Context: an optimization exercise on an open-source flow, tuned for small area and a short achievable clock period. The choices shown serve that exercise and are no tape-out recipe.
At most, simulation tests tie the RTL to the original design; equivalence was not proved.
Function not checked in run 1: the RTL went through the layout flow alone.
Power is estimated from default activity; no workload was simulated.

==> flow/design.v (outline; a module is shown in full before it is edited, if it fits) <==
// module bxor: 3 lines
// module bmaj: 3 lines
// module bpp: 3 lines
// module bsel: 3 lines
// module bseln: 3 lines
// module bppn: 3 lines
// module baoi: 3 lines
// module boai: 3 lines
// module bnand: 3 lines
// module bnor: 3 lines
// module bxnor: 3 lines
// module pipelined_boothe_multiplier: 6132 lines
module pipelined_boothe_multiplier #(
    parameter WIDTH = 32
) (
    input clk,
    input reset,
    input en,
    input [WIDTH - 1: 0] md,
    input [WIDTH - 1: 0] mr,
    output [(2 * WIDTH) - 1: 0] s_result
);
  // ...
==> flow/run.sh <==
#!/bin/bash
# synth_recipe.tcl (not shown) runs the flow's synth.tcl, then flattens the netlist and writes it again
# the make line also repeats each setting of config.mk as NAME=value (left out here)
make -C /OpenROAD-flow-scripts/flow DESIGN_CONFIG=/design/flow/config.mk WORK_HOME=/design/flow/orfs CLKGATE_MAP_FILE= SYNTH_SCRIPT=/design/flow/synth_recipe.tcl finish
==> flow/config.mk <==
export PLATFORM = sky130hd
export DESIGN_NAME = pipelined_boothe_multiplier
export DESIGN_NICKNAME = pipelined_boothe_multiplier
export VERILOG_FILES = /design/flow/design.v
export SDC_FILE = /design/flow/constraint.sdc
export NUM_CORES = 4
export LEC_CHECK = 0
export CAP_MARGIN = 20
export CORE_MARGIN = 2
export CORE_UTILIZATION = 60
export CTS_CLUSTER_DIAMETER = 100
export CTS_CLUSTER_SIZE = 30
export PLACE_DENSITY = 0.7
export SETUP_SLACK_MARGIN = 2.8
export SLEW_MARGIN = 20
export SYNTH_HIERARCHICAL = 1
export SYNTH_MINIMUM_KEEP_SIZE = 0
==> flow/constraint.sdc <==
create_clock -name core_clock -period 5.0 [get_ports {clk}]
set_input_delay 1.0000 -clock core_clock [delete_from_list [all_inputs] [get_ports {clk}]]
set_output_delay 1.0000 -clock core_clock [all_outputs]
set_load 0.01 [all_outputs]
==> results.txt, run 1 <==
* Worst Max-Slew Pin Slew at 0.783 ns
* FF+latch count, synth at 2371
* Reg power frac at about half
* Outcome: complete, no violations
* Sequential power at ~31000 uW
* Critical path data arrival time at 1.16 ns
* Crit path depth at 1
* Seq cells at about 2400
* Fin. Hold Viols at 0
* Final setup TNS at 0 ns
* Ant. Diodes at 1
* # Taps at 1650
* RSZ-0062 raised after global routing: yes
* Comb power at between 20000 and 25000 uW
* Prevailing post-synth register cell: dfxtp_1
* CP required at 4.00 ns
* Net Sw Frac at around a third
* Post-synth EDFFs at 0
* Placed Instance Area at between 70000 and 80000 um^2
* Clock root buffer: clkbuf_16
* Hold WS at between 0.3 and 0.4 ns
* Tcrit/Tclk final at 43.2%
* M2 GR Usage at 32.6%
* Registers with the most flip-flops: s3 x152, s4 x152, s2 x150
* Critical path type: flip-flop to primary output
* Hold_buf cts at 0
* Post-synthesis compound-gate area fraction at 7.33%
* Type of the tightest min-delay check: flip-flop to flip-flop
* Biggest Area Class: sequential cells
* WL final at 118000 um
* Adder-cell share of the synthesized area at about 7%
* Metal-1 WL at roughly 53000 um
* Asr flop ratio synth at 0%
* IO Pins at 131
* Tmin final at ~2.2 ns
* Slew Viols, Final at 0
* Max Used Layer: met4
* R2r startpoint: s5[64]
* Top pwr grp: registers
==> inputs of run 2 (changes only) <==
--- a/flow/design.v
+++ b/flow/design.v
@@ -41,42 +41,42 @@
     input [WIDTH - 1: 0] mr,
     output [(2 * WIDTH) - 1: 0] s_result
 );
   reg [81:0] s1;
   reg [150:0] s2;
   reg [152:0] s3;
   reg [152:0] s4;
   reg [103:0] s5;
-  reg [63:0] s6;
-  reg [63:0] s7;
-  reg [63:0] s8;
-  reg [63:0] s9;
-  reg [63:0] s10;
-  reg [63:0] s11;
-  reg [63:0] s12;
-  reg [63:0] s13;
-  reg [63:0] s14;
-  reg [63:0] s15;
-  reg [63:0] s16;
-  reg [63:0] s17;
-  reg [63:0] s18;
-  reg [63:0] s19;
-  reg [63:0] s20;
-  reg [63:0] s21;
-  reg [63:0] s22;
-  reg [63:0] s23;
-  reg [63:0] s24;
-  reg [63:0] s25;
-  reg [63:0] s26;
-  reg [63:0] s27;
-  reg [63:0] s28;
-  reg [63:0] s29;
-  reg [63:0] s30;
-  reg [63:0] s31;
+  reg [62:0] s6;
+  reg [62:0] s7;
+  reg [62:0] s8;
+  reg [62:0] s9;
+  reg [62:0] s10;
+  reg [62:0] s11;
+  reg [62:0] s12;
+  reg [62:0] s13;
+  reg [62:0] s14;
+  reg [62:0] s15;
+  reg [62:0] s16;
+  reg [62:0] s17;
+  reg [62:0] s18;
+  reg [62:0] s19;
+  reg [62:0] s20;
+  reg [62:0] s21;
+  reg [62:0] s22;
+  reg [62:0] s23;
+  reg [62:0] s24;
+  reg [62:0] s25;
+  reg [62:0] s26;
+  reg [62:0] s27;
+  reg [62:0] s28;
+  reg [62:0] s29;
+  reg [62:0] s30;
+  reg [62:0] s31;
   reg [63:0] s32;
   reg [4:0] rcnt;
   wire mdn1 = ~md[16];
   wire mdn2 = ~md[17];
   wire mdn3 = ~md[18];
   wire mdn4 = ~md[19];
   wire mdn5 = ~md[20];
   wire mdn6 = ~md[21];
@@ -6124,42 +6124,43 @@
   bxor ux3197 (.a(x2818), .b(q3155), .y(x3197));
   wire x3198;
   bxor ux3198 (.a(s5[103]), .b(q3156), .y(x3198));
   always @(posedge clk) s1 <= {mr[31], mr[30], mr[29], mr[28], mr[27], mr[26], mr[25], mr[24], mr[23], mr[22], mr[21], mr[20], mr[19], mr[18], mr[17], mr[16], mr[15], mr[14], mr[13], mr[12], mr[11], mr[10], mr[9], mr[8], mr[7], bnegn40, btwon39, bonen38, bneg37, btwo36, bone35, bnegn34, btwon33, bonen32, bneg31, btwo30, bone29, bnegn28, btwon27, bonen26, bneg25, btwo24, bone23, bnegn22, btwon21, bonen20, bneg19, btwo18, bone17, md[16], md[15], md[14], md[13], md[12], md[11], md[10], md[9], md[8], md[7], md[6], md[5], md[4], md[3], md[2], md[1], md[0], mdn16, mdn15, mdn14, mdn13, mdn12, mdn11, mdn10, mdn9, mdn8, mdn7, mdn6, mdn5, mdn4, mdn3, mdn2, mdn1};
   always @(posedge clk) s2 <= {s1[81], s1[80], s1[79], s1[78], s1[77], s1[76], s1[75], s1[74], s1[73], s1[72], s1[71], s1[70], s1[69], s1[68], s1[67], s1[66], s1[65], bnegn580, btwon579, bonen578, bneg577, btwo576, bone575, bnegn574, btwon573, bonen572, bneg571, btwo570, bone569, bnegn568, btwon567, bonen566, bneg565, btwo564, bone563, bnegn562, btwon561, bonen560, bneg559, btwo558, bone557, s1[15], s1[14], s1[13], s1[12], s1[11], s1[10], s1[9], s1[8], s1[7], s1[6], s1[5], s1[4], s1[3], s1[2], s1[1], s1[0], s1[32], s1[31], s1[30], s1[29], s1[28], s1[27], s1[26], s1[25], s1[24], s1[23], s1[22], s1[21], s1[20], s1[19], s1[18], s1[17], s1[16], pi304, q301, q555, hn556, x554, q552, q549, x551, x548, q546, x545, q543, x542, q540, x539, q537, x536, q534, x533, q531, x530, q528, x527, q525, x524, q522, x521, q519, x518, q516, x515, q513, x512, q510, x509, q507, x506, q504, x503, q501, x500, q498, x497, q495, x494, q492, x491, q489, x488, q486, x485, q483, x482, q480, x479, q477, x476, q474, x473, q471, x470, q468, x467, q465, x464, q462, x461, q459, x458, hc456, x455, hc454, x453, pp107, q43, pp41, s1[35]};
   always @(posedge clk) s3 <= {s2[150], s2[149], s2[148], s2[147], s2[146], s2[145], s2[144], s2[143], s2[142], bnegn1308, btwon1307, bonen1306, bneg1305, btwo1304, bone1303, bnegn1302, btwon1301, bonen1300, bneg1299, btwo1298, bone1297, bnegn1296, btwon1295, bonen1294, bneg1293, btwo1292, bone1291, bnegn1290, btwon1289, bonen1288, bneg1287, btwo1286, bone1285, s2[109], s2[108], s2[107], s2[106], s2[105], s2[104], s2[103], s2[102], s2[101], s2[100], s2[99], s2[98], s2[97], s2[96], s2[95], s2[94], s2[93], s2[92], s2[91], s2[90], s2[89], s2[88], s2[87], s2[86], s2[85], s2[84], s2[83], s2[82], s2[81], s2[80], s2[79], s2[78], s2[77], pi844, q841, q1283, hn1284, x1282, q1280, q1277, x1279, x1276, q1274, x1273, q1271, x1270, q1268, x1267, q1265, x1264, q1262, x1261, q1259, x1258, q1256, x1255, q1253, x1252, q1250, x1249, q1247, x1246, q1244, x1243, q1241, x1240, q1238, x1237, q1235, x1234, q1232, x1231, q1229, x1228, q1226, x1225, q1223, x1222, q1220, x1219, q1217, x1216, q1214, x1213, q1211, x1210, q1208, x1207, q1205, x1204, q1202, x1201, q1199, x1198, q1196, x1195, q1193, x1192, q1190, x1189, q1187, x1186, q1184, x1183, q1181, x1180, q1178, x1177, hc1175, x1174, pp581, ra845[8], ra845[7], ra845[6], ra845[5], ra845[4], ra845[3], ra845[2], ra845[1], ra845[0]};
   always @(posedge clk) s4 <= {s3[152], bnegn2036, btwon2035, bonen2034, bneg2033, btwo2032, bone2031, bnegn2030, btwon2029, bonen2028, bneg2027, btwo2026, bone2025, bnegn2024, btwon2023, bonen2022, bneg2021, btwo2020, bone2019, bnegn2018, btwon2017, bonen2016, bneg2015, btwo2014, bone2013, s3[119], s3[118], s3[117], s3[116], s3[115], s3[114], s3[113], s3[112], s3[111], s3[110], s3[109], s3[108], s3[107], s3[106], s3[105], s3[104], s3[103], s3[102], s3[101], s3[100], s3[99], s3[98], s3[97], s3[96], s3[95], s3[94], s3[93], s3[92], s3[91], s3[90], s3[89], s3[88], s3[87], pi1572, q1569, q2011, hn2012, x2010, q2008, q2005, x2007, x2004, q2002, x2001, q1999, x1998, q1996, x1995, q1993, x1992, q1990, x1989, q1987, x1986, q1984, x1983, q1981, x1980, q1978, x1977, q1975, x1974, q1972, x1971, q1969, x1968, q1966, x1965, q1963, x1962, q1960, x1959, q1957, x1956, q1954, x1953, q1951, x1950, q1948, x1947, q1945, x1944, q1942, x1941, q1939, x1938, q1936, x1935, q1933, x1932, q1930, x1929, q1927, x1926, q1924, x1923, q1921, x1920, q1918, x1917, q1915, x1914, q1912, x1911, q1909, x1908, q1906, x1905, hc1903, x1902, pp1309, ra1573[9], ra1573[8], ra1573[7], ra1573[6], ra1573[5], ra1573[4], ra1573[3], ra1573[2], ra1573[1], s3[7], s3[6], s3[5], s3[4], s3[3], s3[2], s3[1], s3[0]};
   always @(posedge clk) s5 <= {1'b1, pi2300, q2297, q2739, hn2740, x2738, q2736, q2733, x2735, x2732, q2730, x2729, q2727, x2726, q2724, x2723, q2721, x2720, q2718, x2717, q2715, x2714, q2712, x2711, q2709, x2708, q2706, x2705, q2703, x2702, q2700, x2699, q2697, x2696, q2694, x2693, q2691, x2690, q2688, x2687, q2685, x2684, q2682, x2681, q2679, x2678, q2676, x2675, q2673, x2672, q2670, x2669, q2667, x2666, q2664, x2663, q2661, x2660, q2658, x2657, q2655, x2654, q2652, x2651, q2649, x2648, q2646, x2645, q2643, x2642, q2640, x2639, q2637, x2636, q2634, x2633, hc2631, x2630, pp2037, ra2301[9], ra2301[8], ra2301[7], ra2301[6], ra2301[5], ra2301[4], ra2301[3], ra2301[2], ra2301[1], s4[15], s4[14], s4[13], s4[12], s4[11], s4[10], s4[9], s4[8], s4[7], s4[6], s4[5], s4[4], s4[3], s4[2], s4[1], s4[0]};
-  always @(posedge clk) s6 <= {x3198, x3197, x3196, x3195, x3194, x3193, x3192, x3191, q3190, q3189, q3188, q3187, q3186, q3185, q3184, q3183, q3182, q3181, q3180, q3179, q3178, q3177, q3176, q3175, x3174, x3173, x3172, x3171, x3170, x3169, x3168, x3167, q3166, q3165, q3164, q3163, x3162, x3161, q3160, x3159, s5[23], s5[22], s5[21], s5[20], s5[19], s5[18], s5[17], s5[16], s5[15], s5[14], s5[13], s5[12], s5[11], s5[10], s5[9], s5[8], s5[7], s5[6], s5[5], s5[4], s5[3], s5[2], s5[1], s5[0]};
-  always @(posedge clk) s7 <= {s6[63], s6[62], s6[61], s6[60], s6[59], s6[58], s6[57], s6[56], s6[55], s6[54], s6[53], s6[52], s6[51], s6[50], s6[49], s6[48], s6[47], s6[46], s6[45], s6[44], s6[43], s6[42], s6[41], s6[40], s6[39], s6[38], s6[37], s6[36], s6[35], s6[34], s6[33], s6[32], s6[31], s6[30], s6[29], s6[28], s6[27], s6[26], s6[25], s6[24], s6[23], s6[22], s6[21], s6[20], s6[19], s6[18], s6[17], s6[16], s6[15], s6[14], s6[13], s6[12], s6[11], s6[10], s6[9], s6[8], s6[7], s6[6], s6[5], s6[4], s6[3], s6[2], s6[1], s6[0]};
-  always @(posedge clk) s8 <= {s7[63], s7[62], s7[61], s7[60], s7[59], s7[58], s7[57], s7[56], s7[55], s7[54], s7[53], s7[52], s7[51], s7[50], s7[49], s7[48], s7[47], s7[46], s7[45], s7[44], s7[43], s7[42], s7[41], s7[40], s7[39], s7[38], s7[37], s7[36], s7[35], s7[34], s7[33], s7[32], s7[31], s7[30], s7[29], s7[28], s7[27], s7[26], s7[25], s7[24], s7[23], s7[22], s7[21], s7[20], s7[19], s7[18], s7[17], s7[16], s7[15], s7[14], s7[13], s7[12], s7[11], s7[10], s7[9], s7[8], s7[7], s7[6], s7[5], s7[4], s7[3], s7[2], s7[1], s7[0]};
-  always @(posedge clk) s9 <= {s8[63], s8[62], s8[61], s8[60], s8[59], s8[58], s8[57], s8[56], s8[55], s8[54], s8[53], s8[52], s8[51], s8[50], s8[49], s8[48], s8[47], s8[46], s8[45], s8[44], s8[43], s8[42], s8[41], s8[40], s8[39], s8[38], s8[37], s8[36], s8[35], s8[34], s8[33], s8[32], s8[31], s8[30], s8[29], s8[28], s8[27], s8[26], s8[25], s8[24], s8[23], s8[22], s8[21], s8[20], s8[19], s8[18], s8[17], s8[16], s8[15], s8[14], s8[13], s8[12], s8[11], s8[10], s8[9], s8[8], s8[7], s8[6], s8[5], s8[4], s8[3], s8[2], s8[1], s8[0]};
-  always @(posedge clk) s10 <= {s9[63], s9[62], s9[61], s9[60], s9[59], s9[58], s9[57], s9[56], s9[55], s9[54], s9[53], s9[52], s9[51], s9[50], s9[49], s9[48], s9[47], s9[46], s9[45], s9[44], s9[43], s9[42], s9[41], s9[40], s9[39], s9[38], s9[37], s9[36], s9[35], s9[34], s9[33], s9[32], s9[31], s9[30], s9[29], s9[28], s9[27], s9[26], s9[25], s9[24], s9[23], s9[22], s9[21], s9[20], s9[19], s9[18], s9[17], s9[16], s9[15], s9[14], s9[13], s9[12], s9[11], s9[10], s9[9], s9[8], s9[7], s9[6], s9[5], s9[4], s9[3], s9[2], s9[1], s9[0]};
-  always @(posedge clk) s11 <= {s10[63], s10[62], s10[61], s10[60], s10[59], s10[58], s10[57], s10[56], s10[55], s10[54], s10[53], s10[52], s10[51], s10[50], s10[49], s10[48], s10[47], s10[46], s10[45], s10[44], s10[43], s10[42], s10[41], s10[40], s10[39], s10[38], s10[37], s10[36], s10[35], s10[34], s10[33], s10[32], s10[31], s10[30], s10[29], s10[28], s10[27], s10[26], s10[25], s10[24], s10[23], s10[22], s10[21], s10[20], s10[19], s10[18], s10[17], s10[16], s10[15], s10[14], s10[13], s10[12], s10[11], s10[10], s10[9], s10[8], s10[7], s10[6], s10[5], s10[4], s10[3], s10[2], s10[1], s10[0]};
-  always @(posedge clk) s12 <= {s11[63], s11[62], s11[61], s11[60], s11[59], s11[58], s11[57], s11[56], s11[55], s11[54], s11[53], s11[52], s11[51], s11[50], s11[49], s11[48], s11[47], s11[46], s11[45], s11[44], s11[43], s11[42], s11[41], s11[40], s11[39], s11[38], s11[37], s11[36], s11[35], s11[34], s11[33], s11[32], s11[31], s11[30], s11[29], s11[28], s11[27], s11[26], s11[25], s11[24], s11[23], s11[22], s11[21], s11[20], s11[19], s11[18], s11[17], s11[16], s11[15], s11[14], s11[13], s11[12], s11[11], s11[10], s11[9], s11[8], s11[7], s11[6], s11[5], s11[4], s11[3], s11[2], s11[1], s11[0]};
-  always @(posedge clk) s13 <= {s12[63], s12[62], s12[61], s12[60], s12[59], s12[58], s12[57], s12[56], s12[55], s12[54], s12[53], s12[52], s12[51], s12[50], s12[49], s12[48], s12[47], s12[46], s12[45], s12[44], s12[43], s12[42], s12[41], s12[40], s12[39], s12[38], s12[37], s12[36], s12[35], s12[34], s12[33], s12[32], s12[31], s12[30], s12[29], s12[28], s12[27], s12[26], s12[25], s12[24], s12[23], s12[22], s12[21], s12[20], s12[19], s12[18], s12[17], s12[16], s12[15], s12[14], s12[13], s12[12], s12[11], s12[10], s12[9], s12[8], s12[7], s12[6], s12[5], s12[4], s12[3], s12[2], s12[1], s12[0]};
-  always @(posedge clk) s14 <= {s13[63], s13[62], s13[61], s13[60], s13[59], s13[58], s13[57], s13[56], s13[55], s13[54], s13[53], s13[52], s13[51], s13[50], s13[49], s13[48], s13[47], s13[46], s13[45], s13[44], s13[43], s13[42], s13[41], s13[40], s13[39], s13[38], s13[37], s13[36], s13[35], s13[34], s13[33], s13[32], s13[31], s13[30], s13[29], s13[28], s13[27], s13[26], s13[25], s13[24], s13[23], s13[22], s13[21], s13[20], s13[19], s13[18], s13[17], s13[16], s13[15], s13[14], s13[13], s13[12], s13[11], s13[10], s13[9], s13[8], s13[7], s13[6], s13[5], s13[4], s13[3], s13[2], s13[1], s13[0]};
-  always @(posedge clk) s15 <= {s14[63], s14[62], s14[61], s14[60], s14[59], s14[58], s14[57], s14[56], s14[55], s14[54], s14[53], s14[52], s14[51], s14[50], s14[49], s14[48], s14[47], s14[46], s14[45], s14[44], s14[43], s14[42], s14[41], s14[40], s14[39], s14[38], s14[37], s14[36], s14[35], s14[34], s14[33], s14[32], s14[31], s14[30], s14[29], s14[28], s14[27], s14[26], s14[25], s14[24], s14[23], s14[22], s14[21], s14[20], s14[19], s14[18], s14[17], s14[16], s14[15], s14[14], s14[13], s14[12], s14[11], s14[10], s14[9], s14[8], s14[7], s14[6], s14[5], s14[4], s14[3], s14[2], s14[1], s14[0]};
-  always @(posedge clk) s16 <= {s15[63], s15[62], s15[61], s15[60], s15[59], s15[58], s15[57], s15[56], s15[55], s15[54], s15[53], s15[52], s15[51], s15[50], s15[49], s15[48], s15[47], s15[46], s15[45], s15[44], s15[43], s15[42], s15[41], s15[40], s15[39], s15[38], s15[37], s15[36], s15[35], s15[34], s15[33], s15[32], s15[31], s15[30], s15[29], s15[28], s15[27], s15[26], s15[25], s15[24], s15[23], s15[22], s15[21], s15[20], s15[19], s15[18], s15[17], s15[16], s15[15], s15[14], s15[13], s15[12], s15[11], s15[10], s15[9], s15[8], s15[7], s15[6], s15[5], s15[4], s15[3], s15[2], s15[1], s15[0]};
-  always @(posedge clk) s17 <= {s16[63], s16[62], s16[61], s16[60], s16[59], s16[58], s16[57], s16[56], s16[55], s16[54], s16[53], s16[52], s16[51], s16[50], s16[49], s16[48], s16[47], s16[46], s16[45], s16[44], s16[43], s16[42], s16[41], s16[40], s16[39], s16[38], s16[37], s16[36], s16[35], s16[34], s16[33], s16[32], s16[31], s16[30], s16[29], s16[28], s16[27], s16[26], s16[25], s16[24], s16[23], s16[22], s16[21], s16[20], s16[19], s16[18], s16[17], s16[16], s16[15], s16[14], s16[13], s16[12], s16[11], s16[10], s16[9], s16[8], s16[7], s16[6], s16[5], s16[4], s16[3], s16[2], s16[1], s16[0]};
-  always @(posedge clk) s18 <= {s17[63], s17[62], s17[61], s17[60], s17[59], s17[58], s17[57], s17[56], s17[55], s17[54], s17[53], s17[52], s17[51], s17[50], s17[49], s17[48], s17[47], s17[46], s17[45], s17[44], s17[43], s17[42], s17[41], s17[40], s17[39], s17[38], s17[37], s17[36], s17[35], s17[34], s17[33], s17[32], s17[31], s17[30], s17[29], s17[28], s17[27], s17[26], s17[25], s17[24], s17[23], s17[22], s17[21], s17[20], s17[19], s17[18], s17[17], s17[16], s17[15], s17[14], s17[13], s17[12], s17[11], s17[10], s17[9], s17[8], s17[7], s17[6], s17[5], s17[4], s17[3], s17[2], s17[1], s17[0]};
-  always @(posedge clk) s19 <= {s18[63], s18[62], s18[61], s18[60], s18[59], s18[58], s18[57], s18[56], s18[55], s18[54], s18[53], s18[52], s18[51], s18[50], s18[49], s18[48], s18[47], s18[46], s18[45], s18[44], s18[43], s18[42], s18[41], s18[40], s18[39], s18[38], s18[37], s18[36], s18[35], s18[34], s18[33], s18[32], s18[31], s18[30], s18[29], s18[28], s18[27], s18[26], s18[25], s18[24], s18[23], s18[22], s18[21], s18[20], s18[19], s18[18], s18[17], s18[16], s18[15], s18[14], s18[13], s18[12], s18[11], s18[10], s18[9], s18[8], s18[7], s18[6], s18[5], s18[4], s18[3], s18[2], s18[1], s18[0]};
-  always @(posedge clk) s20 <= {s19[63], s19[62], s19[61], s19[60], s19[59], s19[58], s19[57], s19[56], s19[55], s19[54], s19[53], s19[52], s19[51], s19[50], s19[49], s19[48], s19[47], s19[46], s19[45], s19[44], s19[43], s19[42], s19[41], s19[40], s19[39], s19[38], s19[37], s19[36], s19[35], s19[34], s19[33], s19[32], s19[31], s19[30], s19[29], s19[28], s19[27], s19[26], s19[25], s19[24], s19[23], s19[22], s19[21], s19[20], s19[19], s19[18], s19[17], s19[16], s19[15], s19[14], s19[13], s19[12], s19[11], s19[10], s19[9], s19[8], s19[7], s19[6], s19[5], s19[4], s19[3], s19[2], s19[1], s19[0]};
-  always @(posedge clk) s21 <= {s20[63], s20[62], s20[61], s20[60], s20[59], s20[58], s20[57], s20[56], s20[55], s20[54], s20[53], s20[52], s20[51], s20[50], s20[49], s20[48], s20[47], s20[46], s20[45], s20[44], s20[43], s20[42], s20[41], s20[40], s20[39], s20[38], s20[37], s20[36], s20[35], s20[34], s20[33], s20[32], s20[31], s20[30], s20[29], s20[28], s20[27], s20[26], s20[25], s20[24], s20[23], s20[22], s20[21], s20[20], s20[19], s20[18], s20[17], s20[16], s20[15], s20[14], s20[13], s20[12], s20[11], s20[10], s20[9], s20[8], s20[7], s20[6], s20[5], s20[4], s20[3], s20[2], s20[1], s20[0]};
-  always @(posedge clk) s22 <= {s21[63], s21[62], s21[61], s21[60], s21[59], s21[58], s21[57], s21[56], s21[55], s21[54], s21[53], s21[52], s21[51], s21[50], s21[49], s21[48], s21[47], s21[46], s21[45], s21[44], s21[43], s21[42], s21[41], s21[40], s21[39], s21[38], s21[37], s21[36], s21[35], s21[34], s21[33], s21[32], s21[31], s21[30], s21[29], s21[28], s21[27], s21[26], s21[25], s21[24], s21[23], s21[22], s21[21], s21[20], s21[19], s21[18], s21[17], s21[16], s21[15], s21[14], s21[13], s21[12], s21[11], s21[10], s21[9], s21[8], s21[7], s21[6], s21[5], s21[4], s21[3], s21[2], s21[1], s21[0]};
-  always @(posedge clk) s23 <= {s22[63], s22[62], s22[61], s22[60], s22[59], s22[58], s22[57], s22[56], s22[55], s22[54], s22[53], s22[52], s22[51], s22[50], s22[49], s22[48], s22[47], s22[46], s22[45], s22[44], s22[43], s22[42], s22[41], s22[40], s22[39], s22[38], s22[37], s22[36], s22[35], s22[34], s22[33], s22[32], s22[31], s22[30], s22[29], s22[28], s22[27], s22[26], s22[25], s22[24], s22[23], s22[22], s22[21], s22[20], s22[19], s22[18], s22[17], s22[16], s22[15], s22[14], s22[13], s22[12], s22[11], s22[10], s22[9], s22[8], s22[7], s22[6], s22[5], s22[4], s22[3], s22[2], s22[1], s22[0]};
-  always @(posedge clk) s24 <= {s23[63], s23[62], s23[61], s23[60], s23[59], s23[58], s23[57], s23[56], s23[55], s23[54], s23[53], s23[52], s23[51], s23[50], s23[49], s23[48], s23[47], s23[46], s23[45], s23[44], s23[43], s23[42], s23[41], s23[40], s23[39], s23[38], s23[37], s23[36], s23[35], s23[34], s23[33], s23[32], s23[31], s23[30], s23[29], s23[28], s23[27], s23[26], s23[25], s23[24], s23[23], s23[22], s23[21], s23[20], s23[19], s23[18], s23[17], s23[16], s23[15], s23[14], s23[13], s23[12], s23[11], s23[10], s23[9], s23[8], s23[7], s23[6], s23[5], s23[4], s23[3], s23[2], s23[1], s23[0]};
-  always @(posedge clk) s25 <= {s24[63], s24[62], s24[61], s24[60], s24[59], s24[58], s24[57], s24[56], s24[55], s24[54], s24[53], s24[52], s24[51], s24[50], s24[49], s24[48], s24[47], s24[46], s24[45], s24[44], s24[43], s24[42], s24[41], s24[40], s24[39], s24[38], s24[37], s24[36], s24[35], s24[34], s24[33], s24[32], s24[31], s24[30], s24[29], s24[28], s24[27], s24[26], s24[25], s24[24], s24[23], s24[22], s24[21], s24[20], s24[19], s24[18], s24[17], s24[16], s24[15], s24[14], s24[13], s24[12], s24[11], s24[10], s24[9], s24[8], s24[7], s24[6], s24[5], s24[4], s24[3], s24[2], s24[1], s24[0]};
-  always @(posedge clk) s26 <= {s25[63], s25[62], s25[61], s25[60], s25[59], s25[58], s25[57], s25[56], s25[55], s25[54], s25[53], s25[52], s25[51], s25[50], s25[49], s25[48], s25[47], s25[46], s25[45], s25[44], s25[43], s25[42], s25[41], s25[40], s25[39], s25[38], s25[37], s25[36], s25[35], s25[34], s25[33], s25[32], s25[31], s25[30], s25[29], s25[28], s25[27], s25[26], s25[25], s25[24], s25[23], s25[22], s25[21], s25[20], s25[19], s25[18], s25[17], s25[16], s25[15], s25[14], s25[13], s25[12], s25[11], s25[10], s25[9], s25[8], s25[7], s25[6], s25[5], s25[4], s25[3], s25[2], s25[1], s25[0]};
-  always @(posedge clk) s27 <= {s26[63], s26[62], s26[61], s26[60], s26[59], s26[58], s26[57], s26[56], s26[55], s26[54], s26[53], s26[52], s26[51], s26[50], s26[49], s26[48], s26[47], s26[46], s26[45], s26[44], s26[43], s26[42], s26[41], s26[40], s26[39], s26[38], s26[37], s26[36], s26[35], s26[34], s26[33], s26[32], s26[31], s26[30], s26[29], s26[28], s26[27], s26[26], s26[25], s26[24], s26[23], s26[22], s26[21], s26[20], s26[19], s26[18], s26[17], s26[16], s26[15], s26[14], s26[13], s26[12], s26[11], s26[10], s26[9], s26[8], s26[7], s26[6], s26[5], s26[4], s26[3], s26[2], s26[1], s26[0]};
-  always @(posedge clk) s28 <= {s27[63], s27[62], s27[61], s27[60], s27[59], s27[58], s27[57], s27[56], s27[55], s27[54], s27[53], s27[52], s27[51], s27[50], s27[49], s27[48], s27[47], s27[46], s27[45], s27[44], s27[43], s27[42], s27[41], s27[40], s27[39], s27[38], s27[37], s27[36], s27[35], s27[34], s27[33], s27[32], s27[31], s27[30], s27[29], s27[28], s27[27], s27[26], s27[25], s27[24], s27[23], s27[22], s27[21], s27[20], s27[19], s27[18], s27[17], s27[16], s27[15], s27[14], s27[13], s27[12], s27[11], s27[10], s27[9], s27[8], s27[7], s27[6], s27[5], s27[4], s27[3], s27[2], s27[1], s27[0]};
-  always @(posedge clk) s29 <= {s28[63], s28[62], s28[61], s28[60], s28[59], s28[58], s28[57], s28[56], s28[55], s28[54], s28[53], s28[52], s28[51], s28[50], s28[49], s28[48], s28[47], s28[46], s28[45], s28[44], s28[43], s28[42], s28[41], s28[40], s28[39], s28[38], s28[37], s28[36], s28[35], s28[34], s28[33], s28[32], s28[31], s28[30], s28[29], s28[28], s28[27], s28[26], s28[25], s28[24], s28[23], s28[22], s28[21], s28[20], s28[19], s28[18], s28[17], s28[16], s28[15], s28[14], s28[13], s28[12], s28[11], s28[10], s28[9], s28[8], s28[7], s28[6], s28[5], s28[4], s28[3], s28[2], s28[1], s28[0]};
-  always @(posedge clk) s30 <= {s29[63], s29[62], s29[61], s29[60], s29[59], s29[58], s29[57], s29[56], s29[55], s29[54], s29[53], s29[52], s29[51], s29[50], s29[49], s29[48], s29[47], s29[46], s29[45], s29[44], s29[43], s29[42], s29[41], s29[40], s29[39], s29[38], s29[37], s29[36], s29[35], s29[34], s29[33], s29[32], s29[31], s29[30], s29[29], s29[28], s29[27], s29[26], s29[25], s29[24], s29[23], s29[22], s29[21], s29[20], s29[19], s29[18], s29[17], s29[16], s29[15], s29[14], s29[13], s29[12], s29[11], s29[10], s29[9], s29[8], s29[7], s29[6], s29[5], s29[4], s29[3], s29[2], s29[1], s29[0]};
-  always @(posedge clk) s31 <= {s30[63], s30[62], s30[61], s30[60], s30[59], s30[58], s30[57], s30[56], s30[55], s30[54], s30[53], s30[52], s30[51], s30[50], s30[49], s30[48], s30[47], s30[46], s30[45], s30[44], s30[43], s30[42], s30[41], s30[40], s30[39], s30[38], s30[37], s30[36], s30[35], s30[34], s30[33], s30[32], s30[31], s30[30], s30[29], s30[28], s30[27], s30[26], s30[25], s30[24], s30[23], s30[22], s30[21], s30[20], s30[19], s30[18], s30[17], s30[16], s30[15], s30[14], s30[13], s30[12], s30[11], s30[10], s30[9], s30[8], s30[7], s30[6], s30[5], s30[4], s30[3], s30[2], s30[1], s30[0]};
+  always @(posedge clk) s6 <= {x3197, x3196, x3195, x3194, x3193, x3192, x3191, q3190, q3189, q3188, q3187, q3186, q3185, q3184, q3183, q3182, q3181, q3180, q3179, q3178, q3177, q3176, q3175, x3174, x3173, x3172, x3171, x3170, x3169, x3168, x3167, q3166, q3165, q3164, q3163, x3162, x3161, q3160, x3159, s5[23], s5[22], s5[21], s5[20], s5[19], s5[18], s5[17], s5[16], s5[15], s5[14], s5[13], s5[12], s5[11], s5[10], s5[9], s5[8], s5[7], s5[6], s5[5], s5[4], s5[3], s5[2], s5[1], s5[0]};
+  always @(posedge clk) s7 <= {s6[62], s6[61], s6[60], s6[59], s6[58], s6[57], s6[56], s6[55], s6[54], s6[53], s6[52], s6[51], s6[50], s6[49], s6[48], s6[47], s6[46], s6[45], s6[44], s6[43], s6[42], s6[41], s6[40], s6[39], s6[38], s6[37], s6[36], s6[35], s6[34], s6[33], s6[32], s6[31], s6[30], s6[29], s6[28], s6[27], s6[26], s6[25], s6[24], s6[23], s6[22], s6[21], s6[20], s6[19], s6[18], s6[17], s6[16], s6[15], s6[14], s6[13], s6[12], s6[11], s6[10], s6[9], s6[8], s6[7], s6[6], s6[5], s6[4], s6[3], s6[2], s6[1], s6[0]};
+  always @(posedge clk) s8 <= {s7[62], s7[61], s7[60], s7[59], s7[58], s7[57], s7[56], s7[55], s7[54], s7[53], s7[52], s7[51], s7[50], s7[49], s7[48], s7[47], s7[46], s7[45], s7[44], s7[43], s7[42], s7[41], s7[40], s7[39], s7[38], s7[37], s7[36], s7[35], s7[34], s7[33], s7[32], s7[31], s7[30], s7[29], s7[28], s7[27], s7[26], s7[25], s7[24], s7[23], s7[22], s7[21], s7[20], s7[19], s7[18], s7[17], s7[16], s7[15], s7[14], s7[13], s7[12], s7[11], s7[10], s7[9], s7[8], s7[7], s7[6], s7[5], s7[4], s7[3], s7[2], s7[1], s7[0]};
+  always @(posedge clk) s9 <= {s8[62], s8[61], s8[60], s8[59], s8[58], s8[57], s8[56], s8[55], s8[54], s8[53], s8[52], s8[51], s8[50], s8[49], s8[48], s8[47], s8[46], s8[45], s8[44], s8[43], s8[42], s8[41], s8[40], s8[39], s8[38], s8[37], s8[36], s8[35], s8[34], s8[33], s8[32], s8[31], s8[30], s8[29], s8[28], s8[27], s8[26], s8[25], s8[24], s8[23], s8[22], s8[21], s8[20], s8[19], s8[18], s8[17], s8[16], s8[15], s8[14], s8[13], s8[12], s8[11], s8[10], s8[9], s8[8], s8[7], s8[6], s8[5], s8[4], s8[3], s8[2], s8[1], s8[0]};
+  always @(posedge clk) s10 <= {s9[62], s9[61], s9[60], s9[59], s9[58], s9[57], s9[56], s9[55], s9[54], s9[53], s9[52], s9[51], s9[50], s9[49], s9[48], s9[47], s9[46], s9[45], s9[44], s9[43], s9[42], s9[41], s9[40], s9[39], s9[38], s9[37], s9[36], s9[35], s9[34], s9[33], s9[32], s9[31], s9[30], s9[29], s9[28], s9[27], s9[26], s9[25], s9[24], s9[23], s9[22], s9[21], s9[20], s9[19], s9[18], s9[17], s9[16], s9[15], s9[14], s9[13], s9[12], s9[11], s9[10], s9[9], s9[8], s9[7], s9[6], s9[5], s9[4], s9[3], s9[2], s9[1], s9[0]};
+  always @(posedge clk) s11 <= {s10[62], s10[61], s10[60], s10[59], s10[58], s10[57], s10[56], s10[55], s10[54], s10[53], s10[52], s10[51], s10[50], s10[49], s10[48], s10[47], s10[46], s10[45], s10[44], s10[43], s10[42], s10[41], s10[40], s10[39], s10[38], s10[37], s10[36], s10[35], s10[34], s10[33], s10[32], s10[31], s10[30], s10[29], s10[28], s10[27], s10[26], s10[25], s10[24], s10[23], s10[22], s10[21], s10[20], s10[19], s10[18], s10[17], s10[16], s10[15], s10[14], s10[13], s10[12], s10[11], s10[10], s10[9], s10[8], s10[7], s10[6], s10[5], s10[4], s10[3], s10[2], s10[1], s10[0]};
+  always @(posedge clk) s12 <= {s11[62], s11[61], s11[60], s11[59], s11[58], s11[57], s11[56], s11[55], s11[54], s11[53], s11[52], s11[51], s11[50], s11[49], s11[48], s11[47], s11[46], s11[45], s11[44], s11[43], s11[42], s11[41], s11[40], s11[39], s11[38], s11[37], s11[36], s11[35], s11[34], s11[33], s11[32], s11[31], s11[30], s11[29], s11[28], s11[27], s11[26], s11[25], s11[24], s11[23], s11[22], s11[21], s11[20], s11[19], s11[18], s11[17], s11[16], s11[15], s11[14], s11[13], s11[12], s11[11], s11[10], s11[9], s11[8], s11[7], s11[6], s11[5], s11[4], s11[3], s11[2], s11[1], s11[0]};
+  always @(posedge clk) s13 <= {s12[62], s12[61], s12[60], s12[59], s12[58], s12[57], s12[56], s12[55], s12[54], s12[53], s12[52], s12[51], s12[50], s12[49], s12[48], s12[47], s12[46], s12[45], s12[44], s12[43], s12[42], s12[41], s12[40], s12[39], s12[38], s12[37], s12[36], s12[35], s12[34], s12[33], s12[32], s12[31], s12[30], s12[29], s12[28], s12[27], s12[26], s12[25], s12[24], s12[23], s12[22], s12[21], s12[20], s12[19], s12[18], s12[17], s12[16], s12[15], s12[14], s12[13], s12[12], s12[11], s12[10], s12[9], s12[8], s12[7], s12[6], s12[5], s12[4], s12[3], s12[2], s12[1], s12[0]};
+  always @(posedge clk) s14 <= {s13[62], s13[61], s13[60], s13[59], s13[58], s13[57], s13[56], s13[55], s13[54], s13[53], s13[52], s13[51], s13[50], s13[49], s13[48], s13[47], s13[46], s13[45], s13[44], s13[43], s13[42], s13[41], s13[40], s13[39], s13[38], s13[37], s13[36], s13[35], s13[34], s13[33], s13[32], s13[31], s13[30], s13[29], s13[28], s13[27], s13[26], s13[25], s13[24], s13[23], s13[22], s13[21], s13[20], s13[19], s13[18], s13[17], s13[16], s13[15], s13[14], s13[13], s13[12], s13[11], s13[10], s13[9], s13[8], s13[7], s13[6], s13[5], s13[4], s13[3], s13[2], s13[1], s13[0]};
+  always @(posedge clk) s15 <= {s14[62], s14[61], s14[60], s14[59], s14[58], s14[57], s14[56], s14[55], s14[54], s14[53], s14[52], s14[51], s14[50], s14[49], s14[48], s14[47], s14[46], s14[45], s14[44], s14[43], s14[42], s14[41], s14[40], s14[39], s14[38], s14[37], s14[36], s14[35], s14[34], s14[33], s14[32], s14[31], s14[30], s14[29], s14[28], s14[27], s14[26], s14[25], s14[24], s14[23], s14[22], s14[21], s14[20], s14[19], s14[18], s14[17], s14[16], s14[15], s14[14], s14[13], s14[12], s14[11], s14[10], s14[9], s14[8], s14[7], s14[6], s14[5], s14[4], s14[3], s14[2], s14[1], s14[0]};
+  always @(posedge clk) s16 <= {s15[62], s15[61], s15[60], s15[59], s15[58], s15[57], s15[56], s15[55], s15[54], s15[53], s15[52], s15[51], s15[50], s15[49], s15[48], s15[47], s15[46], s15[45], s15[44], s15[43], s15[42], s15[41], s15[40], s15[39], s15[38], s15[37], s15[36], s15[35], s15[34], s15[33], s15[32], s15[31], s15[30], s15[29], s15[28], s15[27], s15[26], s15[25], s15[24], s15[23], s15[22], s15[21], s15[20], s15[19], s15[18], s15[17], s15[16], s15[15], s15[14], s15[13], s15[12], s15[11], s15[10], s15[9], s15[8], s15[7], s15[6], s15[5], s15[4], s15[3], s15[2], s15[1], s15[0]};
+  always @(posedge clk) s17 <= {s16[62], s16[61], s16[60], s16[59], s16[58], s16[57], s16[56], s16[55], s16[54], s16[53], s16[52], s16[51], s16[50], s16[49], s16[48], s16[47], s16[46], s16[45], s16[44], s16[43], s16[42], s16[41], s16[40], s16[39], s16[38], s16[37], s16[36], s16[35], s16[34], s16[33], s16[32], s16[31], s16[30], s16[29], s16[28], s16[27], s16[26], s16[25], s16[24], s16[23], s16[22], s16[21], s16[20], s16[19], s16[18], s16[17], s16[16], s16[15], s16[14], s16[13], s16[12], s16[11], s16[10], s16[9], s16[8], s16[7], s16[6], s16[5], s16[4], s16[3], s16[2], s16[1], s16[0]};
+  always @(posedge clk) s18 <= {s17[62], s17[61], s17[60], s17[59], s17[58], s17[57], s17[56], s17[55], s17[54], s17[53], s17[52], s17[51], s17[50], s17[49], s17[48], s17[47], s17[46], s17[45], s17[44], s17[43], s17[42], s17[41], s17[40], s17[39], s17[38], s17[37], s17[36], s17[35], s17[34], s17[33], s17[32], s17[31], s17[30], s17[29], s17[28], s17[27], s17[26], s17[25], s17[24], s17[23], s17[22], s17[21], s17[20], s17[19], s17[18], s17[17], s17[16], s17[15], s17[14], s17[13], s17[12], s17[11], s17[10], s17[9], s17[8], s17[7], s17[6], s17[5], s17[4], s17[3], s17[2], s17[1], s17[0]};
+  always @(posedge clk) s19 <= {s18[62], s18[61], s18[60], s18[59], s18[58], s18[57], s18[56], s18[55], s18[54], s18[53], s18[52], s18[51], s18[50], s18[49], s18[48], s18[47], s18[46], s18[45], s18[44], s18[43], s18[42], s18[41], s18[40], s18[39], s18[38], s18[37], s18[36], s18[35], s18[34], s18[33], s18[32], s18[31], s18[30], s18[29], s18[28], s18[27], s18[26], s18[25], s18[24], s18[23], s18[22], s18[21], s18[20], s18[19], s18[18], s18[17], s18[16], s18[15], s18[14], s18[13], s18[12], s18[11], s18[10], s18[9], s18[8], s18[7], s18[6], s18[5], s18[4], s18[3], s18[2], s18[1], s18[0]};
+  always @(posedge clk) s20 <= {s19[62], s19[61], s19[60], s19[59], s19[58], s19[57], s19[56], s19[55], s19[54], s19[53], s19[52], s19[51], s19[50], s19[49], s19[48], s19[47], s19[46], s19[45], s19[44], s19[43], s19[42], s19[41], s19[40], s19[39], s19[38], s19[37], s19[36], s19[35], s19[34], s19[33], s19[32], s19[31], s19[30], s19[29], s19[28], s19[27], s19[26], s19[25], s19[24], s19[23], s19[22], s19[21], s19[20], s19[19], s19[18], s19[17], s19[16], s19[15], s19[14], s19[13], s19[12], s19[11], s19[10], s19[9], s19[8], s19[7], s19[6], s19[5], s19[4], s19[3], s19[2], s19[1], s19[0]};
+  always @(posedge clk) s21 <= {s20[62], s20[61], s20[60], s20[59], s20[58], s20[57], s20[56], s20[55], s20[54], s20[53], s20[52], s20[51], s20[50], s20[49], s20[48], s20[47], s20[46], s20[45], s20[44], s20[43], s20[42], s20[41], s20[40], s20[39], s20[38], s20[37], s20[36], s20[35], s20[34], s20[33], s20[32], s20[31], s20[30], s20[29], s20[28], s20[27], s20[26], s20[25], s20[24], s20[23], s20[22], s20[21], s20[20], s20[19], s20[18], s20[17], s20[16], s20[15], s20[14], s20[13], s20[12], s20[11], s20[10], s20[9], s20[8], s20[7], s20[6], s20[5], s20[4], s20[3], s20[2], s20[1], s20[0]};
+  always @(posedge clk) s22 <= {s21[62], s21[61], s21[60], s21[59], s21[58], s21[57], s21[56], s21[55], s21[54], s21[53], s21[52], s21[51], s21[50], s21[49], s21[48], s21[47], s21[46], s21[45], s21[44], s21[43], s21[42], s21[41], s21[40], s21[39], s21[38], s21[37], s21[36], s21[35], s21[34], s21[33], s21[32], s21[31], s21[30], s21[29], s21[28], s21[27], s21[26], s21[25], s21[24], s21[23], s21[22], s21[21], s21[20], s21[19], s21[18], s21[17], s21[16], s21[15], s21[14], s21[13], s21[12], s21[11], s21[10], s21[9], s21[8], s21[7], s21[6], s21[5], s21[4], s21[3], s21[2], s21[1], s21[0]};
+  always @(posedge clk) s23 <= {s22[62], s22[61], s22[60], s22[59], s22[58], s22[57], s22[56], s22[55], s22[54], s22[53], s22[52], s22[51], s22[50], s22[49], s22[48], s22[47], s22[46], s22[45], s22[44], s22[43], s22[42], s22[41], s22[40], s22[39], s22[38], s22[37], s22[36], s22[35], s22[34], s22[33], s22[32], s22[31], s22[30], s22[29], s22[28], s22[27], s22[26], s22[25], s22[24], s22[23], s22[22], s22[21], s22[20], s22[19], s22[18], s22[17], s22[16], s22[15], s22[14], s22[13], s22[12], s22[11], s22[10], s22[9], s22[8], s22[7], s22[6], s22[5], s22[4], s22[3], s22[2], s22[1], s22[0]};
+  always @(posedge clk) s24 <= {s23[62], s23[61], s23[60], s23[59], s23[58], s23[57], s23[56], s23[55], s23[54], s23[53], s23[52], s23[51], s23[50], s23[49], s23[48], s23[47], s23[46], s23[45], s23[44], s23[43], s23[42], s23[41], s23[40], s23[39], s23[38], s23[37], s23[36], s23[35], s23[34], s23[33], s23[32], s23[31], s23[30], s23[29], s23[28], s23[27], s23[26], s23[25], s23[24], s23[23], s23[22], s23[21], s23[20], s23[19], s23[18], s23[17], s23[16], s23[15], s23[14], s23[13], s23[12], s23[11], s23[10], s23[9], s23[8], s23[7], s23[6], s23[5], s23[4], s23[3], s23[2], s23[1], s23[0]};
+  always @(posedge clk) s25 <= {s24[62], s24[61], s24[60], s24[59], s24[58], s24[57], s24[56], s24[55], s24[54], s24[53], s24[52], s24[51], s24[50], s24[49], s24[48], s24[47], s24[46], s24[45], s24[44], s24[43], s24[42], s24[41], s24[40], s24[39], s24[38], s24[37], s24[36], s24[35], s24[34], s24[33], s24[32], s24[31], s24[30], s24[29], s24[28], s24[27], s24[26], s24[25], s24[24], s24[23], s24[22], s24[21], s24[20], s24[19], s24[18], s24[17], s24[16], s24[15], s24[14], s24[13], s24[12], s24[11], s24[10], s24[9], s24[8], s24[7], s24[6], s24[5], s24[4], s24[3], s24[2], s24[1], s24[0]};
+  always @(posedge clk) s26 <= {s25[62], s25[61], s25[60], s25[59], s25[58], s25[57], s25[56], s25[55], s25[54], s25[53], s25[52], s25[51], s25[50], s25[49], s25[48], s25[47], s25[46], s25[45], s25[44], s25[43], s25[42], s25[41], s25[40], s25[39], s25[38], s25[37], s25[36], s25[35], s25[34], s25[33], s25[32], s25[31], s25[30], s25[29], s25[28], s25[27], s25[26], s25[25], s25[24], s25[23], s25[22], s25[21], s25[20], s25[19], s25[18], s25[17], s25[16], s25[15], s25[14], s25[13], s25[12], s25[11], s25[10], s25[9], s25[8], s25[7], s25[6], s25[5], s25[4], s25[3], s25[2], s25[1], s25[0]};
+  always @(posedge clk) s27 <= {s26[62], s26[61], s26[60], s26[59], s26[58], s26[57], s26[56], s26[55], s26[54], s26[53], s26[52], s26[51], s26[50], s26[49], s26[48], s26[47], s26[46], s26[45], s26[44], s26[43], s26[42], s26[41], s26[40], s26[39], s26[38], s26[37], s26[36], s26[35], s26[34], s26[33], s26[32], s26[31], s26[30], s26[29], s26[28], s26[27], s26[26], s26[25], s26[24], s26[23], s26[22], s26[21], s26[20], s26[19], s26[18], s26[17], s26[16], s26[15], s26[14], s26[13], s26[12], s26[11], s26[10], s26[9], s26[8], s26[7], s26[6], s26[5], s26[4], s26[3], s26[2], s26[1], s26[0]};
+  always @(posedge clk) s28 <= {s27[62], s27[61], s27[60], s27[59], s27[58], s27[57], s27[56], s27[55], s27[54], s27[53], s27[52], s27[51], s27[50], s27[49], s27[48], s27[47], s27[46], s27[45], s27[44], s27[43], s27[42], s27[41], s27[40], s27[39], s27[38], s27[37], s27[36], s27[35], s27[34], s27[33], s27[32], s27[31], s27[30], s27[29], s27[28], s27[27], s27[26], s27[25], s27[24], s27[23], s27[22], s27[21], s27[20], s27[19], s27[18], s27[17], s27[16], s27[15], s27[14], s27[13], s27[12], s27[11], s27[10], s27[9], s27[8], s27[7], s27[6], s27[5], s27[4], s27[3], s27[2], s27[1], s27[0]};
+  always @(posedge clk) s29 <= {s28[62], s28[61], s28[60], s28[59], s28[58], s28[57], s28[56], s28[55], s28[54], s28[53], s28[52], s28[51], s28[50], s28[49], s28[48], s28[47], s28[46], s28[45], s28[44], s28[43], s28[42], s28[41], s28[40], s28[39], s28[38], s28[37], s28[36], s28[35], s28[34], s28[33], s28[32], s28[31], s28[30], s28[29], s28[28], s28[27], s28[26], s28[25], s28[24], s28[23], s28[22], s28[21], s28[20], s28[19], s28[18], s28[17], s28[16], s28[15], s28[14], s28[13], s28[12], s28[11], s28[10], s28[9], s28[8], s28[7], s28[6], s28[5], s28[4], s28[3], s28[2], s28[1], s28[0]};
+  always @(posedge clk) s30 <= {s29[62], s29[61], s29[60], s29[59], s29[58], s29[57], s29[56], s29[55], s29[54], s29[53], s29[52], s29[51], s29[50], s29[49], s29[48], s29[47], s29[46], s29[45], s29[44], s29[43], s29[42], s29[41], s29[40], s29[39], s29[38], s29[37], s29[36], s29[35], s29[34], s29[33], s29[32], s29[31], s29[30], s29[29], s29[28], s29[27], s29[26], s29[25], s29[24], s29[23], s29[22], s29[21], s29[20], s29[19], s29[18], s29[17], s29[16], s29[15], s29[14], s29[13], s29[12], s29[11], s29[10], s29[9], s29[8], s29[7], s29[6], s29[5], s29[4], s29[3], s29[2], s29[1], s29[0]};
+  always @(posedge clk) s31 <= {s30[62], s30[61], s30[60], s30[59], s30[58], s30[57], s30[56], s30[55], s30[54], s30[53], s30[52], s30[51], s30[50], s30[49], s30[48], s30[47], s30[46], s30[45], s30[44], s30[43], s30[42], s30[41], s30[40], s30[39], s30[38], s30[37], s30[36], s30[35], s30[34], s30[33], s30[32], s30[31], s30[30], s30[29], s30[28], s30[27], s30[26], s30[25], s30[24], s30[23], s30[22], s30[21], s30[20], s30[19], s30[18], s30[17], s30[16], s30[15], s30[14], s30[13], s30[12], s30[11], s30[10], s30[9], s30[8], s30[7], s30[6], s30[5], s30[4], s30[3], s30[2], s30[1], s30[0]};
   always @(posedge clk) begin
     if (reset) rcnt <= 5'd0;
     else if (rcnt != 5'd31) rcnt <= rcnt + 5'd1;
   end
   wire valid = ~reset & (&rcnt);
-  always @(posedge clk) s32 <= valid ? {s31[63], s31[62], s31[61], s31[60], s31[59], s31[58], s31[57], s31[56], s31[55], s31[54], s31[53], s31[52], s31[51], s31[50], s31[49], s31[48], s31[47], s31[46], s31[45], s31[44], s31[43], s31[42], s31[41], s31[40], s31[39], s31[38], s31[37], s31[36], s31[35], s31[34], s31[33], s31[32], s31[31], s31[30], s31[29], s31[28], s31[27], s31[26], s31[25], s31[24], s31[23], s31[22], s31[21], s31[20], s31[19], s31[18], s31[17], s31[16], s31[15], s31[14], s31[13], s31[12], s31[11], s31[10], s31[9], s31[8], s31[7], s31[6], s31[5], s31[4], s31[3], s31[2], s31[1], s31[0]} : 64'd0;
+  wire p63 = s31[62] & (|{s31[61], s31[60], s31[59], s31[58], s31[57], s31[56], s31[55], s31[54], s31[53], s31[52], s31[51], s31[50], s31[49], s31[48], s31[47], s31[46], s31[45], s31[44], s31[43], s31[42], s31[41], s31[40], s31[39], s31[38], s31[37], s31[36], s31[35], s31[34], s31[33], s31[32], s31[31], s31[30], s31[29], s31[28], s31[27], s31[26], s31[25], s31[24], s31[23], s31[22], s31[21], s31[20], s31[19], s31[18], s31[17], s31[16], s31[15], s31[14], s31[13], s31[12], s31[11], s31[10], s31[9], s31[8], s31[7], s31[6], s31[5], s31[4], s31[3], s31[2], s31[1], s31[0]});
+  always @(posedge clk) s32 <= valid ? {p63, s31[62], s31[61], s31[60], s31[59], s31[58], s31[57], s31[56], s31[55], s31[54], s31[53], s31[52], s31[51], s31[50], s31[49], s31[48], s31[47], s31[46], s31[45], s31[44], s31[43], s31[42], s31[41], s31[40], s31[39], s31[38], s31[37], s31[36], s31[35], s31[34], s31[33], s31[32], s31[31], s31[30], s31[29], s31[28], s31[27], s31[26], s31[25], s31[24], s31[23], s31[22], s31[21], s31[20], s31[19], s31[18], s31[17], s31[16], s31[15], s31[14], s31[13], s31[12], s31[11], s31[10], s31[9], s31[8], s31[7], s31[6], s31[5], s31[4], s31[3], s31[2], s31[1], s31[0]} : 64'd0;
   assign s_result = s32;
 endmodule
--- a/flow/config.mk
+++ b/flow/config.mk
@@ -6,12 +6,12 @@
 export NUM_CORES = 4
 export LEC_CHECK = 0
 export CAP_MARGIN = 20
 export CORE_MARGIN = 2
 export CORE_UTILIZATION = 60
 export CTS_CLUSTER_DIAMETER = 100
 export CTS_CLUSTER_SIZE = 30
 export PLACE_DENSITY = 0.7
-export SETUP_SLACK_MARGIN = 2.8
+export SETUP_SLACK_MARGIN = 2.88
 export SLEW_MARGIN = 20
 export SYNTH_HIERARCHICAL = 1
 export SYNTH_MINIMUM_KEEP_SIZE = 0
==> run 2 against run 1 <==
Compared with the run above:
- sequential cell count shrank 26
- first-iteration DRC count up 21%
- core utilization up 1.7 points
- still clean
- combinational power up 4%
==> results.txt, run 2 <==
* Library cells used by synthesis at 42 (was 38)
* Largest net degree at the start of global routing at 33 (unchanged)
* Bufs and invs on worst path at 1 (unchanged)
* Post-synthesis compound-gate area fraction at 7.41% (was 7.33%)
* Largest family of logic cells by synthesized area: XOR/XNOR gates (unchanged)
* Critical path type: flip-flop to flip-flop (was flip-flop to primary output)
* Die area at 128000 um^2 (about the same)
* Highest Clock Rate at 460 MHz (was 463 MHz)
* Tmin final at 2.18 ns (was 2.16 ns)
* Commonest non-fill, non-tap cells in the layout: dfxtp_1 (2135), xor2_1 (1202), maj3_2 (431), xnor2_1 (296), a22o_1 (252) (was dfxtp_1 (2184), xor2_1 (1294), maj3_2 (431), xnor2_1 (303), o22ai_1 (257))
* Via count at 39200 (was 38200)
* Port Buffers at 129 (unchanged)
* Post-synthesis simple-gate area fraction at 3.32% (was 3.14%)
* RSZ-0062 raised after global routing: yes (unchanged)
* Startpoint Class: flip-flop (unchanged)
* Seq/Total Area, Yosys at 62.6% (was 63.0%)
* Outcome: complete, no violations (unchanged)
* Most common library cells after synthesis: dfxtp_1 (2345), xor2_1 (1328), maj3_2 (431) (was dfxtp_1 (2371), xor2_1 (1330), maj3_2 (431))
* Share of layout cells above drive strength 1 at 19.3% (was 16.2%)
* Cell type with the largest total area after synthesis: dfxtp_1 (unchanged)
* Comb power frac at 35.9% (was 34.8%)
* Adder-cell share of the synthesized area at 6.96% (was 6.93%)
* DRT Pass-1 Iters at 7 (was 5)
* Worst Max-Slew Pin Slew at 0.724 ns (was 0.783 ns)
* Initial DRC count at 1809 (was 1491)
* Vias in the first global route at 38300 (was 37800)
* Initial antenna violation count at 1 (was 0)
* Critical Path Sink Type: flip-flop (was primary output)
* Synthesized area at 75000 um^2 (was 75400 um^2)
* Net count, final at 6164 (was 6098)
* Max Cap Viol at 0 (unchanged)
* Post-synth EDFFs at 0 (unchanged)
* Clock latency (worst-skew pair) at 0.75 ns (was 0.73 ns)
* Top cell type's share of synthesized area at 62.6% (was 63.0%)
* Slew Viols, Final at 0 (unchanged)
* Crit path max fanout at 8 (was 1)
* First-pass GRT wire length at 196000 um (was 192000 um)
* Cell with the most instances after synthesis: dfxtp_1 (unchanged)
* Finished Layout Cells at 7727 (was 7672)
* Hpwl dp at 88500 um (was 84300 um)
* Largest stage delay, worst path at 0.42 ns (was 0.34 ns)
* CTS tree: built (unchanged)
* Placed Instance Area at 78300 um^2 (was 78700 um^2)
* Clock buffer depth at 3 (unchanged)
* Core area at 124000 um^2 (was 125000 um^2)
* Post-route cell area at 83400 um^2 (was 82100 um^2)
* Crit path depth at 7 (was 1)
* YS warnings at 7 (unchanged)
* Reg power frac at 49.7% (was 50.8%)
* Slew margin rel. at 51.3% (was 47.7%)
* Power per Cell Area at 735 nW/um^2 (was 740 nW/um^2)
* Starting Density at 60.6% (was 60.2%)
* CP required at 5.58 ns (was 4.00 ns)
* CTS buffer count at 91 (unchanged)
* IO Pins at 131 (unchanged)
* GRT overflow at 0 (unchanged)
* Asr flop ratio synth at 0% (unchanged)
* Internal at 41200 uW (was 41000 uW)
* Overall power at 61300 uW (was 60700 uW)
* Synth area leaders: dfxtp_1 (63%), xor2_1 (16%), maj3_2 (6.5%), xnor2_1 (3.6%), a22o_1 (3.0%) (was dfxtp_1 (63%), xor2_1 (15%), maj3_2 (6.4%), xnor2_1 (3.5%), a22o_1 (3.0%))
* Syn Area/Cell at 13.0 um^2 (about the same)
* Commonest non-fill, non-tap cell in the layout: dfxtp_1 (unchanged)
* Type of the tightest min-delay check: flip-flop to flip-flop (unchanged)
* Placer Congestion at 0.844 (was 0.838)
* Num rows at 129 (was 130)
* Post-synthesis mux area share at 0.0400% (was 0.0266%)
* Gr usage total at 18.8% (was 18.2%)
* CTS clock-pin slew for the worst setup and hold paths at 0.10 ns (was 0.11 ns)
* Clock share of power at 14.4% (about the same)
* Registers with the most flip-flops: s3 x152, s4 x152, s2 x150 (unchanged)
* Delay-heaviest family, CP: adder cells (was flip-flops)
* Synthesized netlist net count at 5871 (was 5879)
* Endpoints failing setup at 0 (unchanged)
* Leak pwr at 0.0339 uW (was 0.0335 uW)
* FF+latch count, synth at 2345 (was 2371)
* CTS sink count at 2345 (was 2371)
* Wire per inst at 16.1 um (was 15.4 um)
* H-Tree Level Count at 3 (unchanged)
* Die height at 358 um (about the same)
* Filler cells at 9110 (was 9420)
* XOR/XNOR share of the synthesized area at 19.1% (was 19.0%)
* DRC Markers at 0 (unchanged)
* Vias per cell at 5.08 (was 4.98)
* Cell chain of the critical path: buf_6, a22o_1, xor2_2, maj3_2, maj3_2, xor2_1, xor2_1 (was buf_6)
* Prevailing post-synth register cell: dfxtp_1 (unchanged)
* Crit-path slowest cell: dfxtp_4 (was dfxtp_2)
* Net Sw Frac at 32.8% (was 32.5%)
* Area growth, synth to finish at 11.2% (was 8.97%)
* Die Width at 358 um (about the same)
* Final setup TNS at 0 ns (unchanged)
* Cell count after synthesis at 5776 (was 5784)
* Critical path data arrival time at 2.76 ns (was 1.16 ns)
* Tcrit/Tclk final at 43.5% (was 43.2%)
* Clock skew at 0.0532 ns (was 0.0516 ns)
* Clock root buffer: clkbuf_16 (unchanged)
* Reg2reg path depth at 7 (was 8)
* Hold Crit Depth at 0 (unchanged)
* Final ANT Viol Nets at 0 (unchanged)
* WL final at 124000 um (was 118000 um)
* Fin. Hold Viols at 0 (unchanged)
* Placed Instances at 7535 (was 7555)
* Worst VDD drop at 410 uV (was 356 uV)
* Sw power at 20100 uW (was 19800 uW)
==> run 2: Yosys stat by module, one instance, submodules excluded, excerpt <==
module / cell area (um^2) / times used
baoi: 8.76 / 96
bnand: 3.75 / 75
bmaj: 11.3 / 431
pipelined_boothe_multiplier: 50700 / 1
bxnor: 8.76 / 277
bseln: 6.26 / 256
==> run 2: path summary, 6_finish.rpt <==
path / from / slack (ns) / end
hold reg to reg: s1[80] / 0.29 / s2[149]
setup reg to reg: s3[132] / 2.82 / s4[40]
setup / recovery: s3[132] / 2.82 / s4[40]
hold / removal: s1[80] / 0.29 / s2[149]
==> run 2: final cells by class <==
class	instances	area [um^2]	share of cell area (%)
sequential	2345	47400	56.8
multi-input combinational	3320	29000	34.7
clock buffer	94	2320	2.78
tap	1637	2050	2.46
timing repair buffer	206	1930	2.32
inverter	105	394	0.473
clock inverter	19	327	0.392
antenna	1	2.50	0.00300
==> run 2: per-layer routing <==
layer	track usage (%)	part of all wire, %
met2	32.7	49
met3	2.74	3.8
met5	0	0.010
met1	23.5	44
met4	7.58	3.3
==> run 2: worst reg2reg max path: cells and delay by family, from the launching register on <==
| kind | cells | cell delay (ns) |
|---|---|---|
| AOI/OAI and AO/OA | 1 | 0.26 |
| adders and majority gates | 2 | 0.69 |
| xor gates and xnor gates | 3 | 0.49 |
| DFF | 1 | 0.42 |
| buffers and inverters | 1 | 0.15 |
==> run 2: power groups by stage <==
stage	Combinational, uW	Sequential (uW)	Clock [uW]
finish	22000	30500	8800
global route	24300	31400	9820
CTS	21200	30600	9150
detailed placement	21100	30900	0
global placement	20900	30400	0
floorplan	17300	29800	0
==> run 2: timing repair <==
| action | in CTS | in global routing |
|---|---|---|
| pin swaps | 2 | 163 |
| gates cloned | 1 | 1 |
| setup buffers | 2 | 74 |
| hold endpoints to repair | 0 | 0 |
| setup endpoints to repair | 400 | 369 |
| hold buffers | 0 | 0 |
| resized for setup | 441 | 319 |
==> run 2: stage by stage <==
step                      hold slack, ns  util [%]  worst slack [ns]
after floorplan                    0.310         -              2.88
after global placement             0.309      63.2              2.23
after detailed placement           0.312      63.2              2.17
after CTS                          0.300      65.5              2.76
after global routing               0.289      67.4              2.75
final                              0.294      67.4              2.82
==> run 2: cell families after synthesis <==
family	count (synthesis)
compound gates	751
xor+xnor	1633
fa+ha+maj	459
buf+inv	113
flops	2345
mux	3
simple gates	472
==> inputs of run 3 (changes only) <==
--- a/flow/config.mk
+++ b/flow/config.mk
@@ -8,8 +8,8 @@
 export CAP_MARGIN = 20
 export CORE_MARGIN = 2
-export CORE_UTILIZATION = 60
+export CORE_UTILIZATION = 65
 export CTS_CLUSTER_DIAMETER = 100
 export CTS_CLUSTER_SIZE = 30
-export PLACE_DENSITY = 0.7
+export PLACE_DENSITY = 0.75
 export SETUP_SLACK_MARGIN = 2.88
 export SLEW_MARGIN = 20
==> run 3 against run 2 <==
Compared with the run above:
- still clean
- die area down 7.6%
- sequential cell count unchanged
- combinational power about the same
- worst setup slack better by 0.0097 ns
- largest power group unchanged
==> results.txt, run 3 <==
* Met3 usage at 2.34% (was 2.74%)
* Cell type with the largest total area after synthesis: dfxtp_1 (unchanged)
* Critical Path Sink Type: primary output (was flip-flop)
* Synthesized netlist net count at 5871 (unchanged)
* Clock skew at 0.0341 ns (was 0.0532 ns)
* DRC Markers at 0 (unchanged)
* Vias per cell at 5.21 (was 5.08)
* Final setup TNS at 0 ns (unchanged)
* Core area at 114000 um^2 (was 124000 um^2)
* Num rows at 124 (was 129)
* Tcrit/Tclk final at 43.3% (was 43.5%)
* Placer Congestion at 0.846 (was 0.844)
* Initial DRC count at 1718 (was 1809)
* Slew Viols, Final at 0 (unchanged)
* Most common library cells after synthesis: dfxtp_1 (2345), xor2_1 (1328), maj3_2 (431) (unchanged)
* Area growth, synth to finish at 9.40% (was 11.2%)
* Clock root buffer: clkbuf_16 (unchanged)
* Post-route cell area at 82000 um^2 (was 83400 um^2)
* Cell chain of the critical path: buf_6 (was buf_6, a22o_1, xor2_2, maj3_2, maj3_2, xor2_1, xor2_1)
* Vias in the first global route at 39500 (was 38300)
* Wire per inst at 17.5 um (was 16.1 um)
* Grt met1 use at 27.2% (was 23.5%)
* Clock buffer depth at 3 (unchanged)
* DP Worst Slack at 2.15 ns (was 2.17 ns)
* CTS clock-pin slew for the worst setup and hold paths at 0.12 ns (was 0.10 ns)
* Worst Max-Slew Pin Slew at 0.800 ns (was 0.724 ns)
* Highest Clock Rate at 462 MHz (was 460 MHz)
* Net count, final at 6111 (was 6164)
* Die area at 118000 um^2 (was 128000 um^2)
* Seq/Total Area, Yosys at 62.6% (unchanged)
* Top cell type's share of synthesized area at 62.6% (unchanged)
* Grt peak-use layer: met2 (unchanged)
* CTS sink count at 2345 (unchanged)
* Commonest non-fill, non-tap cells in the layout: dfxtp_1 (2127), xor2_1 (1256), maj3_2 (431), xnor2_1 (302), o22ai_1 (256) (was dfxtp_1 (2135), xor2_1 (1202), maj3_2 (431), xnor2_1 (296), a22o_1 (252))
* Placed Instance Area at 78100 um^2 (was 78300 um^2)
* CTS tree: built (unchanged)
* H-Tree Level Count at 3 (unchanged)
* Commonest non-fill, non-tap cell in the layout: dfxtp_1 (unchanged)
* Clock latency (worst-skew pair) at 0.71 ns (was 0.75 ns)
* IO Pins at 131 (unchanged)
* Starting Density at 65.6% (was 60.6%)
* First-pass GRT wire length at 209000 um (was 196000 um)
* Outcome: complete, no violations (unchanged)
* Critical path type: flip-flop to primary output (was flip-flop to flip-flop)
* Leak pwr at 0.0334 uW (was 0.0339 uW)
* DRT Pass-1 Iters at 5 (was 7)
* M2 GR Usage at 39.3% (was 32.7%)
* Fin. Hold Viols at 0 (unchanged)
* Startpoint Class: flip-flop (unchanged)
## run 3: cell counts after synthesis
No cell type changed its count.
## run 3: per-module statistics from Yosys (local to each module, per instance), a selection
module,times used,cells
boai,75,1
bxor,1305,1
bnand,75,1
bseln,256,1
bnor,58,1
bmaj,431,1
baoi,96,1
bsel,256,1
## run 3: what timing repair did
action / CTS / global route
gates cloned: 1 / 1
resized for setup: 415 / 279
buffers inserted: 0 / 25
setup endpoints to repair: 386 / 346
pin swaps: 0 / 61
hold buffers: 0 / 0
## run 3: area by class of cell
cell class / count / area (um^2) / area share [%]
sequential: 2345 / 47400 / 57.8
clock inverter: 12 / 221 / 0.270
timing repair buffer: 155 / 1370 / 1.66
tap: 1512 / 1890 / 2.31
multi-input combinational: 3320 / 28500 / 34.8
inverter: 105 / 394 / 0.480
antenna: 2 / 5.00 / 0.00610
clock buffer: 90 / 2240 / 2.73
## run 3: logic make-up (layout without fill, tap and decap cells)
family / after synthesis / after routing / synth area share (%)
other: 0 / 2 / 0
XOR/XNOR: 1633 / 1633 / 19.1
multiplexers: 3 / 3 / 0.0400
adder cells (fa/ha/maj): 459 / 459 / 6.96
flip-flops: 2345 / 2345 / 62.6
AND/OR/NAND/NOR: 472 / 474 / 3.32
AO/OA/AOI/OAI: 751 / 751 / 7.41
buffers and inverters: 113 / 362 / 0.582
## run 3: layer usage
layer / vias to the layer above / wire length (um)
met5: - / 0
met4: 0 / 4270
met3: 226 / 4240
met2: 672 / 66700
met1: 18700 / 57000
li1: 19700 / -
## run 3: report_power, final
| group | leakage, uW | total (uW) | internal, uW | switching [uW] |
|---|---|---|---|---|
| sequential | 0.0198 | 31100 | 27600 | 3440 |
| clock | 0.00120 | 8690 | 3360 | 5330 |
| combinational | 0.0124 | 21700 | 9920 | 11800 |
| total | 0.0334 | 61500 | 40900 | 20600 |
## run 3: through the flow
step                      hold WS (ns)  instances  total power, uW
after global placement           0.309       7410            51100
after CTS                        0.320       7513            61200
after detailed placement         0.312       7410            52000
after floorplan                  0.310       5776            47100
final                            0.312       7541            61500
after global routing             0.318       7539            65300
## run 3: path summary, 6_finish.rpt
path                            startpoint            to  slack (ns)  cells past startpoint
worst max-delay path               s32[13]  s_result[13]        2.83                      1
worst max register to register      s5[35]        s6[42]        2.86                      7
worst min register to register      s27[9]        s28[9]        0.31                      0
worst min-delay path                s27[9]        s28[9]        0.31                      0

[afterwards: timing with drivers on the ports]
The flow's constraints put no driver on any port. The routed layouts listed below were extracted and timed again, unchanged, in two steps.
Step 1 sets driving cells, clkbuf_16 on the clock port and buf_2 on the other inputs (assumed; they add their load-dependent delay and slew).
Step 2, shift: input delay + t, output delay - t, t = (earliest + latest rising clock arrival at the registers) / 2. This alone moves slack from input paths to output paths.
Three values: no drivers, after step 1, after step 2; two values: the first two.
run	t, ns	slack for setup (ns)
run 1	0.780	2.840 / 2.768 / 2.453
run 2	0.793	2.825 / 2.772 / 2.355
run 3	0.772	2.834 / 2.763 / 2.328
After both steps setup and hold are still met in every run listed.
